Source: an optimization exercise on an open RTL-to-GDS flow (aim: small area). Production flows keep margins and buffers that such runs may drop. In this exercise RTL edits were held to simulation tests only and were not proved equivalent to the original.

## cordic
module cordic(angle, out1, clk);
  input signed [31:0] angle;
  input clk;
  output [15:0] out1;
  wire [15:0] a_hi = angle[31:16];
  wire [14:0] u_c = (a_hi[15] != a_hi[14]) ? {15{~a_hi[15]}} : {~a_hi[14], a_hi[13:0]};
  wire [15:0] x_1;
  wire signed [16:0] y_2;
  reg [15:0] x_1_t; reg signed [16:0] y_2_t;
  assign x_1 = x_1_t; assign y_2 = y_2_t;
  always @* case (u_c[14:9])
    6'd0: begin x_1_t = 16'd43266; y_2_t = -17'sd33652; end
    6'd1: begin x_1_t = 16'd42234; y_2_t = -17'sd32318; end
    6'd2: begin x_1_t = 16'd41245; y_2_t = -17'sd31012; end
    6'd3: begin x_1_t = 16'd40295; y_2_t = -17'sd29738; end
    6'd4: begin x_1_t = 16'd39382; y_2_t = -17'sd28487; end
    6'd5: begin x_1_t = 16'd38510; y_2_t = -17'sd27271; end
    6'd6: begin x_1_t = 16'd37677; y_2_t = -17'sd26079; end
    6'd7: begin x_1_t = 16'd36879; y_2_t = -17'sd24915; end
    6'd8: begin x_1_t = 16'd36093; y_2_t = -17'sd23733; end
    6'd9: begin x_1_t = 16'd35367; y_2_t = -17'sd22617; end
    6'd10: begin x_1_t = 16'd34678; y_2_t = -17'sd21521; end
    6'd11: begin x_1_t = 16'd34022; y_2_t = -17'sd20449; end
    6'd12: begin x_1_t = 16'd33397; y_2_t = -17'sd19390; end
    6'd13: begin x_1_t = 16'd32807; y_2_t = -17'sd18356; end
    6'd14: begin x_1_t = 16'd32250; y_2_t = -17'sd17338; end
    6'd15: begin x_1_t = 16'd31722; y_2_t = -17'sd16340; end
    6'd16: begin x_1_t = 16'd31086; y_2_t = -17'sd15065; end
    6'd17: begin x_1_t = 16'd30630; y_2_t = -17'sd14101; end
    6'd18: begin x_1_t = 16'd30205; y_2_t = -17'sd13149; end
    6'd19: begin x_1_t = 16'd29807; y_2_t = -17'sd12213; end
    6'd20: begin x_1_t = 16'd29440; y_2_t = -17'sd11282; end
    6'd21: begin x_1_t = 16'd29100; y_2_t = -17'sd10368; end
    6'd22: begin x_1_t = 16'd28791; y_2_t = -17'sd9462; end
    6'd23: begin x_1_t = 16'd28509; y_2_t = -17'sd8568; end
    6'd24: begin x_1_t = 16'd28247; y_2_t = -17'sd7648; end
    6'd25: begin x_1_t = 16'd28021; y_2_t = -17'sd6770; end
    6'd26: begin x_1_t = 16'd27824; y_2_t = -17'sd5896; end
    6'd27: begin x_1_t = 16'd27652; y_2_t = -17'sd5030; end
    6'd28: begin x_1_t = 16'd27509; y_2_t = -17'sd4163; end
    6'd29: begin x_1_t = 16'd27391; y_2_t = -17'sd3307; end
    6'd30: begin x_1_t = 16'd27302; y_2_t = -17'sd2451; end
  ...
Size in the first run: roughly 2800 cells after synthesis, about 740 flip-flops, about 0.030 mm^2 of cells after synthesis.
Settings: LEC_CHECK=0, CAP_MARGIN=20, CORE_MARGIN=2, CORE_UTILIZATION=55, CTS_BUF_LIST=sky130_fd_sc_hd__clkbuf_8, CTS_CLUSTER_DIAMETER=50, CTS_CLUSTER_SIZE=16, SLEW_MARGIN=20; clock period 5.5 ns.
run.sh (not shown) runs the stock make flow with config.mk's settings and CLKGATE_MAP_FILE= SYNTH_SCRIPT=/design/flow/synth_recipe.tcl, a recipe that flattens the netlist after the stock synthesis.
Rerun with:
- CORE_UTILIZATION: 55 -> 40
- CTS_CLUSTER_DIAMETER: 50 -> 60
- CTS_CLUSTER_SIZE: 16 -> 20
Worst setup slack is about the same.
Clock skew climbs by 22 ps.
Global-route usage fell by 5.6 points.
Core utilization drops by 17 points.
Worst hold slack gets better by 17 ps.
First-iteration DRC count grows by 28%.
Count of clock-buffer cells in the layout went down by 19.
Rerun with:
- CTS_BUF_LIST: sky130_fd_sc_hd__clkbuf_8 -> sky130_fd_sc_hd__clkbuf_8 sky130_fd_sc_hd__clkbuf_16
- CTS_CLUSTER_DIAMETER: 60 -> 80
- CTS_CLUSTER_SIZE: 20 -> 24
After rerunning: The new run completed with no timing, DRC or antenna violations; synthesized area is unchanged; global-route usage hardly moves; clock skew decreases by 40 ps; worst hold slack stays flat; critical path depth increases by 4; routed wire length is about the same.

========
job 101:
Starting RTL as in the previous note.
export LEC_CHECK = 0
export ABC_AREA = 1
export CAP_MARGIN = 20
export CORE_MARGIN = 2
export CORE_UTILIZATION = 40
export CTS_BUF_LIST = sky130_fd_sc_hd__clkbuf_16
export CTS_CLUSTER_DIAMETER = 100
export CTS_CLUSTER_SIZE = 30
export SLEW_MARGIN = 20
create_clock -name core_clock -period 5.5 [get_ports {clk}]
Job 101: all stages complete, timing, DRC and antenna checks passed
Relative to job 101, the following input files were edited for job 102:
Settings: CTS_CLUSTER_SIZE changed from 30 to 18; CTS_CLUSTER_DIAMETER changed from 100 to 45; ABC_AREA removed (was 1); CTS_BUF_LIST changed from sky130_fd_sc_hd__clkbuf_16 to sky130_fd_sc_hd__clkbuf_8.
--- outcome ---
Count of unique library cells instantiated by Yosys was higher in job 102 than in job 101. Looking only at depth of the worst register-to-register path, and setting everything else aside, the higher value of job 101 and job 102 goes to job 102. Job 102 falls short of job 101 in cell area after technology mapping. Job 102 vs. job 101: design area now larger; area enclosed by the die boundary now larger; number of CTS-inserted buffers now larger. The share of final layout cell area taken by clock buffers and inverters reported for job 102 is greater than that of job 101 by 2.7 points. Compared with job 101, job 102 shows a lower peak fanout along the critical path. Re register fraction of the total cell area: job 102 is 1.4 points down on job 101.
For job 103, these inputs were changed with respect to job 102:
Settings: CTS_CLUSTER_DIAMETER: 45 -> 100; CTS_CLUSTER_SIZE: 18 -> 30; CTS_BUF_LIST: sky130_fd_sc_hd__clkbuf_8 -> sky130_fd_sc_hd__clkbuf_16.
### Flow results
- Against job 102, the final cell area of job 103 is lower.
- Number of vias per cell after detailed routing went up slightly going from job 102 to job 103.
- Changes observed in job 103 relative to job 102: met2 track utilization from global routing was more or less identical.
## Diff of input files: job 104 against job 103
Settings: CTS_CLUSTER_DIAMETER changed from 100 to 40; CTS_CLUSTER_SIZE changed from 30 to 12; CTS_BUF_LIST changed from sky130_fd_sc_hd__clkbuf_16 to sky130_fd_sc_hd__clkbuf_4 sky130_fd_sc_hd__clkbuf_8.
Notes after the runs:
- No run among job 103 and job 104 stopped early or left any final violation; all are clean.
- Worst hold margin is higher on job 103
- Lower worst endpoint required time was reported by job 103, not job 104.
- Delta (job 104 minus job 103): least setup slack across all paths after layout grew by 19 ps, final cell count grew by 3.5%, register fraction of the total cell area shrank by 1.8 points.
- Job 103 -> job 104: footprint of the flip-flops and latches flat
- Area of all placed cells without fillers: job 104 vs job 103 up 4.0%
The inputs of job 105 differ from those of job 104 as listed below.
Settings: PLACE_DENSITY: unset -> 0.7; CTS_BUF_LIST: sky130_fd_sc_hd__clkbuf_4 sky130_fd_sc_hd__clkbuf_8 -> sky130_fd_sc_hd__clkbuf_16; CTS_CLUSTER_SIZE: 12 -> 30; CORE_UTILIZATION: 40 -> 60; CTS_CLUSTER_DIAMETER: 40 -> 100.
==> comparison <==
- Between job 104 and job 105, overall fraction of global-route tracks in use is lower for job 104, job 105 comes in above that.
- Job 105 against job 104: wire length of the first global-routing pass has decreased, worst-case hold slack has decreased, number of multi-input logic gates has remained practically unchanged.
- Compared with job 104, in job 105 post-route cell area lost 1700 sq um; CTS buffer count now smaller.
- The higher synthesis-to-layout area growth of job 104 and job 105 is in job 104.
- Routed wire length down about 5% in job 105 wrt job 104
- Final cell count ends up higher on job 104.
- Measured against each other, job 104 and job 105 differ in horizontal extent of the die, the higher figure coming from job 104.

## port drivers added, routing unchanged
How much do the figures lean on ideal ports? The routed layouts below were timed once more, with nothing changed but the port constraints.
Step 1 assumes that a clkbuf_16 drives the clock port and a buf_2 every other input.
Step 2, shift: input delay + t, output delay - t, t = (earliest + latest rising clock arrival at the registers) / 2. This alone moves slack from input paths to output paths.
Three values: ideal ports, drivers, drivers and shift; two values: the first two.
| run | t, ns | setup slack, ns | hold slack, ns | worst setup path at the end | worst data-port slew with drivers (ns) |
|---|---|---|---|---|---|
| the first run of note 1 | 0.706 | 0.209 / 0.209 / 0.209 | 0.288 / 0.288 / 0.288 | register to register | 0.04 |
| the second run of note 1 | 0.719 | 0.212 / 0.212 / 0.212 | 0.306 / 0.306 / 0.306 | register to register | 0.04 |
| the third run of note 1 | 0.630 | 0.198 / 0.198 / 0.198 | 0.303 / 0.303 / 0.303 | register to register | 0.04 |
| job 101 | 0.679 | 0.193 / 0.193 / 0.193 | 0.324 / 0.324 / 0.324 | register to register | 0.04 |
| job 102 | 0.734 | 0.186 / 0.186 / 0.186 | 0.287 / 0.287 / 0.287 | register to register | 0.04 |
| job 103 | 0.676 | 0.185 / 0.185 / 0.185 | 0.322 / 0.322 / 0.322 | register to register | 0.04 |
| job 104 | 0.736 | 0.204 / 0.204 / 0.204 | 0.317 / 0.317 / 0.317 | register to register | 0.04 |
| job 105 | 0.643 | 0.191 / 0.191 / 0.191 | 0.305 / 0.305 / 0.305 | register to register | 0.07 |
After both steps every run listed still meets setup and hold.
